What follows belongs to an exercise in optimizing a design on an open flow for small area; a production flow would make more cautious choices.
The RTL was checked by simulation tests, not by an equivalence proof against the original design.
No driver is modelled on the clock port, so clocking that relies on it looks cheaper here than on a real chip.
No activity file was given, so power comes from the tool's default toggle rates.

// freq_meter_top
module freq_meter_top (
    input  wire        clk,         
    input  wire        rst_n,       
    input  wire        sig_in,      
    input  wire        sig_ref,     
    output wire [15:0] freq_cnt,    
    output wire [15:0] ref_cnt,     
    output wire [15:0] high_cnt,    
    output wire [15:0] low_cnt,     
    output wire [15:0] phase_cnt    
    );
For scale: about 160 flip-flops, about 0.0057 mm² of cells after synthesis.
Settings: LEC_CHECK=0, CAP_MARGIN=20, CORE_MARGIN=2, CORE_UTILIZATION=60, PLACE_DENSITY=0.7, SLEW_MARGIN=20; clock period 5.0 ns.
standard.sh (not shown) runs the stock make flow with config.mk's settings and CLKGATE_MAP_FILE= SYNTH_SCRIPT=/design/flow/synth_recipe.tcl, a recipe that flattens the netlist after the stock synthesis.
==> flow/flow/run.sh <==
#!/bin/bash
# The standard layout (standard.sh) with these changes:
#  - synthesis maps the logic with an area-oriented ABC script (synth.tcl,
#    area.abc) and without ORFS's adder cells; registers are unchanged;
#  - the port buffers are the smallest buffer cell;
#  - clock tree synthesis uses clkbuf_4 leaf buffers under a clkbuf_8 root,
#    without dummy loads; post_cts.tcl then upsizes to clkbuf_8 each leaf
#    buffer whose flip-flops would see a slow clock edge.
# The make output goes to standard.log here; ORFS's own per-step logs are
# under orfs/logs/.
set -euo pipefail
F="$(pwd)/flow"
export AREA_ABC_SCRIPT="$F/area.abc"
export BUFFER_PORTS_ARGS="-buffer_cell sky130_fd_sc_hd__buf_1"
export CTS_ARGS="-sink_clustering_enable -repair_clock_nets -dont_use_dummy_load -buf_list sky130_fd_sc_hd__clkbuf_4 -root_buf sky130_fd_sc_hd__clkbuf_8"
export POST_CTS_TCL="$F/post_cts.tcl"
bash standard.sh SYNTH_SCRIPT="$F/synth.tcl" ADDER_MAP_FILE= finish > standard.log 2>&1
==> flow/flow/area.abc <==
strash
&get -n
&st
&syn2
&dch -f
&nf -R 1000
&st
&syn2
&dch -f
&nf -R 1000
&st
&syn2
&dch -f
&nf -R 1000
&put
==> flow/flow/post_cts.tcl <==
# Upsize the clock tree's leaf buffers (clkbuf_4) whose flip-flops would see
# a slow clock edge, then legalise the placement again.
estimate_parasitics -placement
set upsized 0
foreach inst [get_cells clkbuf_*] {
  if { [get_property $inst ref_name] ne "sky130_fd_sc_hd__clkbuf_4" } { continue }
  set out [get_pins -of_objects $inst -filter "direction == output"]
  set worst 0
  foreach p [get_pins -of_objects [get_nets -of_objects $out] -filter "direction == input"] {
    set v [get_property $p slew_max]
    if { $v > $worst } { set worst $v }
  }
  if { $worst > 0.105 } {
    replace_cell $inst sky130_fd_sc_hd__clkbuf_8
    incr upsized
  }
}
puts "post_cts.tcl: upsized $upsized leaf clock buffers"
if { $upsized > 0 } {
  detailed_placement
  estimate_parasitics -placement
}
==> flow/flow/synth.tcl <==
# The standard flow's synthesis script (synth_recipe.tcl), except that ABC maps the logic
# with the area-oriented script in AREA_ABC_SCRIPT instead of ORFS's speed
# script. The registers come out as in the standard synthesis.
proc synth {args} { yosys synth -nofsm -noshare {*}$args }
proc abc {args} {
  set i [lsearch -exact $args -script]
  if { $i >= 0 } { lset args [expr { $i + 1 }] $::env(AREA_ABC_SCRIPT) }
  yosys abc {*}$args
}
source $::env(SCRIPTS_DIR)/synth.tcl
# left out here: clear keep_hierarchy, flatten, clean up, hide names made inside functions, write 1_2_yosys.v
Edit:
CORE_UTILIZATION = 70   (was 60)
PLACE_DENSITY = 0.8   (was 0.7)
=> Sequential power barely changes; sequential cell count does not change; maximum frequency climbs by about 1.2%; worst setup slack improves by 0.057 ns.
Edit:
--- a/flow/flow/post_cts.tcl
+++ b/flow/flow/post_cts.tcl
@@ -13 +13 @@
-  if { $worst > 0.105 } {
+  if { $worst > 0.095 } {
CORE_UTILIZATION = 60   (was 70)
PLACE_DENSITY = 0.7   (was 0.8)
Result: The new run finished clean; fmax is lower by 1.4%; final area grows by 0.91%; count of clock-buffer cells in the layout does not change; hold slack is worse by 0.026 ns; utilization came out lower by 12 points.

---

The RTL this note starts from:
==> flow/design.v <==
module freq_meter_top (
    input  wire        clk,         
    input  wire        rst_n,       
    input  wire        sig_in,      
    input  wire        sig_ref,     
    output wire [15:0] freq_cnt,    
    output wire [15:0] ref_cnt,     
    output wire [15:0] high_cnt,    
    output wire [15:0] low_cnt,     
    output wire [15:0] phase_cnt    
    );
    localparam W = 15, TAP = 6;
    localparam [W-1:0] START = 15'd19488, TC_VAL = 15'd9744, TC_MASK = 15'd30717;
    localparam [15:0] WIN = 16'd50000;   
    reg [W-1:0] lf;
    reg ph;                              
    reg gate, win;
    wire tc = ((lf ^ TC_VAL) & TC_MASK) == {W{1'b0}};
    always @(posedge clk or negedge rst_n) begin
        if (!rst_n) begin
            lf <= START;
            ph <= 1'b0;
            gate <= 1'b0;
            win <= 1'b0;
        end else begin
            lf <= {lf[W-2:0], ~(lf[W-1] ^ lf[TAP]) ^ tc};
            ph <= ~ph;
            gate <= gate ^ tc;
            win <= win ^ (tc & gate);
        end
    end
    reg s0, s1, t0, t1;
    always @(posedge clk or negedge rst_n) begin
        if (!rst_n) begin
            s0 <= 1'b0; s1 <= 1'b0; t0 <= 1'b0; t1 <= 1'b0;
        end else begin
            s0 <= sig_in; s1 <= s0; t0 <= sig_ref; t1 <= t0;
        end
    end
    wire s_rise = s0 & ~s1;
    wire r_rise = t0 & ~t1;
    reg rg;
    reg [4:0] n;
    reg [15:0] fcnt, rcnt, fbuf, rbuf;
    wire fcap = (n == 5'd1);
    wire fclr = ~rg & n[4] & n[2] & n[0];    
    always @(posedge clk or negedge rst_n) begin
        if (!rst_n) begin
            rg <= 1'b0;
            n <= 5'd21;
            fbuf <= 16'd0;
            rbuf <= 16'd0;
        end else begin
            if (s_rise) rg <= gate;
            if (rg) n <= 5'd0;
            else if (!fclr) n <= n + 1'b1;
            if (fcap) begin
                fbuf <= fcnt;
                rbuf <= rcnt;
            end
        end
    end
    always @(posedge clk) begin
        fcnt <= (fcnt & {16{~fclr}}) + (rg & s_rise);
        rcnt <= (rcnt & {16{~fclr}}) + (rg & ~ph);
    end
    reg w0, w1, valid, flag;
    reg [15:0] hcnt, pcnt, hbuf, pbuf;
    wire dcap = w1 & ~w0;
    wire dclr = ~win & ~w0;
    always @(posedge clk or negedge rst_n) begin
        if (!rst_n) begin
            w0 <= 1'b0;
            w1 <= 1'b0;
            valid <= 1'b0;
            flag <= 1'b0;
            hbuf <= 16'd0;
            pbuf <= 16'd0;
        end else begin
            w0 <= win;
            w1 <= w0;
            if (dcap) valid <= 1'b1;
            if (s_rise) flag <= 1'b1;
            else if (r_rise) flag <= 1'b0;
            if (dcap) begin
                hbuf <= hcnt;
                pbuf <= pcnt;
            end
        end
    end
    always @(posedge clk) begin
        hcnt <= (hcnt & {16{~dclr}}) + (win & s1);
        pcnt <= (pcnt & {16{~dclr}}) + (win & flag);
    end
    assign freq_cnt  = fbuf;
    assign ref_cnt   = rbuf;
    assign high_cnt  = hbuf;
    assign low_cnt   = valid ? WIN - hbuf : 16'd0;
    assign phase_cnt = pbuf;
endmodule
Settings: LEC_CHECK=0, CAP_MARGIN=20, CORE_MARGIN=2, CORE_UTILIZATION=35, SLEW_MARGIN=20; clock period 5.0 ns.
==> flow/flow/run.sh <==
#!/bin/bash
# The standard layout (standard.sh) with these changes:
#  - synthesis maps the logic with an area-oriented ABC script (synth.tcl,
#    area.abc) and without ORFS's adder cells; registers are unchanged;
#  - the port buffers are the smallest buffer cell;
#  - clock tree synthesis uses clkbuf_8 and no dummy loads.
# The make output goes to standard.log here; ORFS's own per-step logs are
# under orfs/logs/.
set -euo pipefail
F="$(pwd)/flow"
export AREA_ABC_SCRIPT="$F/area.abc"
export BUFFER_PORTS_ARGS="-buffer_cell sky130_fd_sc_hd__buf_1"
export CTS_ARGS="-sink_clustering_enable -repair_clock_nets -dont_use_dummy_load -buf_list sky130_fd_sc_hd__clkbuf_8 -sink_clustering_size 30 -sink_clustering_max_diameter 100"
bash standard.sh SYNTH_SCRIPT="$F/synth.tcl" ADDER_MAP_FILE= finish > standard.log 2>&1
==> flow/flow/area.abc <==
strash
&get -n
&st
&syn2
&dch -f
&nf -R 1000
&st
&syn2
&dch -f
&nf -R 1000
&put
Scripts as last shown in full above: flow/flow/synth.tcl
Next try:
==> flow/flow/run.sh (replaced) <==
#!/bin/bash
set -euo pipefail
export BUFFER_PORTS_ARGS="-buffer_cell sky130_fd_sc_hd__buf_1"
export CTS_ARGS="-sink_clustering_enable -repair_clock_nets -dont_use_dummy_load -buf_list sky130_fd_sc_hd__clkbuf_8"
bash standard.sh > standard.log 2>&1
removed: flow/flow/area.abc
removed: flow/flow/synth.tcl
Result: Clock skew rose by 0.0063 ns; clock power barely changes; routed wire length rose by 17%; fmax rose by 41%; global-route usage rose by 0.15 points; critical path depth fell by 6.
Next try:
==> flow/flow/run.sh (replaced) <==
#!/bin/bash
# The standard layout (standard.sh) with these changes:
#  - synthesis maps the logic with an area-oriented ABC script (synth.tcl,
#    area.abc) and without ORFS's adder cells; registers are unchanged;
#  - the port buffers are the smallest buffer cell;
#  - clock tree synthesis uses clkbuf_8 and no dummy loads.
# The make output goes to standard.log here; ORFS's own per-step logs are
# under orfs/logs/.
set -euo pipefail
F="$(pwd)/flow"
export AREA_ABC_SCRIPT="$F/area.abc"
export BUFFER_PORTS_ARGS="-buffer_cell sky130_fd_sc_hd__buf_1"
export CTS_ARGS="-sink_clustering_enable -repair_clock_nets -dont_use_dummy_load -buf_list sky130_fd_sc_hd__clkbuf_4 -root_buf sky130_fd_sc_hd__clkbuf_8"
bash standard.sh SYNTH_SCRIPT="$F/synth.tcl" ADDER_MAP_FILE= finish > standard.log 2>&1
==> flow/flow/area.abc (new file) <==
strash
&get -n
&st
&syn2
&dch -f
&nf -R 1000
&st
&syn2
&dch -f
&nf -R 1000
&put
==> flow/flow/synth.tcl (new file) <==
# The standard flow's synthesis script (synth_recipe.tcl), except that ABC maps the logic
# with the area-oriented script in AREA_ABC_SCRIPT instead of ORFS's speed
# script. The registers come out as in the standard synthesis.
proc synth {args} { yosys synth -nofsm -noshare {*}$args }
proc abc {args} {
  set i [lsearch -exact $args -script]
  if { $i >= 0 } { lset args [expr { $i + 1 }] $::env(AREA_ABC_SCRIPT) }
  yosys abc {*}$args
}
source $::env(SCRIPTS_DIR)/synth.tcl
# left out here: clear keep_hierarchy, flatten, clean up, hide names made inside functions, write 1_2_yosys.v
=> The new run finished with timing, DRC and antenna clean. Cell area shrinks by 12%. Power shrinks by 8.0%. Utilization grows by 0.30 points.
Next try:
--- a/flow/flow/run.sh
+++ b/flow/flow/run.sh
@@ -13 +13 @@
-export CTS_ARGS="-sink_clustering_enable -repair_clock_nets -dont_use_dummy_load -buf_list sky130_fd_sc_hd__clkbuf_4 -root_buf sky130_fd_sc_hd__clkbuf_8"
+export CTS_ARGS="-sink_clustering_enable -repair_clock_nets -dont_use_dummy_load -buf_list sky130_fd_sc_hd__clkbuf_8"
=> The changed run finished clean; synthesized cell count is unchanged; via count hardly moves; non-clock buffer count is unchanged; clock power came out higher by about 30%; first-iteration DRC count came out higher by about 8%; sequential cell count stays the same; sequential share of layout area came out lower by 0.84 points; global-route usage hardly moves; final cell count stays the same; critical path depth stays the same; clock skew came out lower by 0.014 ns.

==> separate check: timing with driven ports <==
The results above use ideal ports. As a check the final layouts listed here were re-extracted and re-timed, cells and wires unchanged. Step 1: set_driving_cell puts a clkbuf_16 on clk and a buf_2 on each other input, an assumption about the parent block. Step 2 moves the port delays by t, midway between the first and last clock arrival at a register: inputs arrive t later, outputs are due t later. That takes back most of the time a late clock gives input paths. Slacks: no drivers / after step 1 / after step 2; pairs: no drivers / after step 1.
run	shift t [ns]	setup WS [ns]	latest minus earliest clock arrival (ns)	worst data-port slew with drivers (ns)
the first run of note 1	0.434	0.252 / 0.217 / 0.651	0.031 / 0.032	0.03
the second run of note 1	0.433	0.309 / 0.275 / 0.709	0.026 / 0.027	0.03
the third run of note 1	0.438	0.241 / 0.207 / 0.645	0.031 / 0.032	0.03
the first run of note 2	0.457	0.255 / 0.226 / 0.683	0.027 / 0.028	0.03
the second run of note 2	0.472	1.638 / 1.601 / 2.073	0.034 / 0.033	0.06
the third run of note 2	0.428	0.274 / 0.244 / 0.672	0.044 / 0.044	0.03
the fourth run of note 2	0.457	0.255 / 0.226 / 0.683	0.027 / 0.028	0.03
After both steps setup and hold are still met in every run listed.
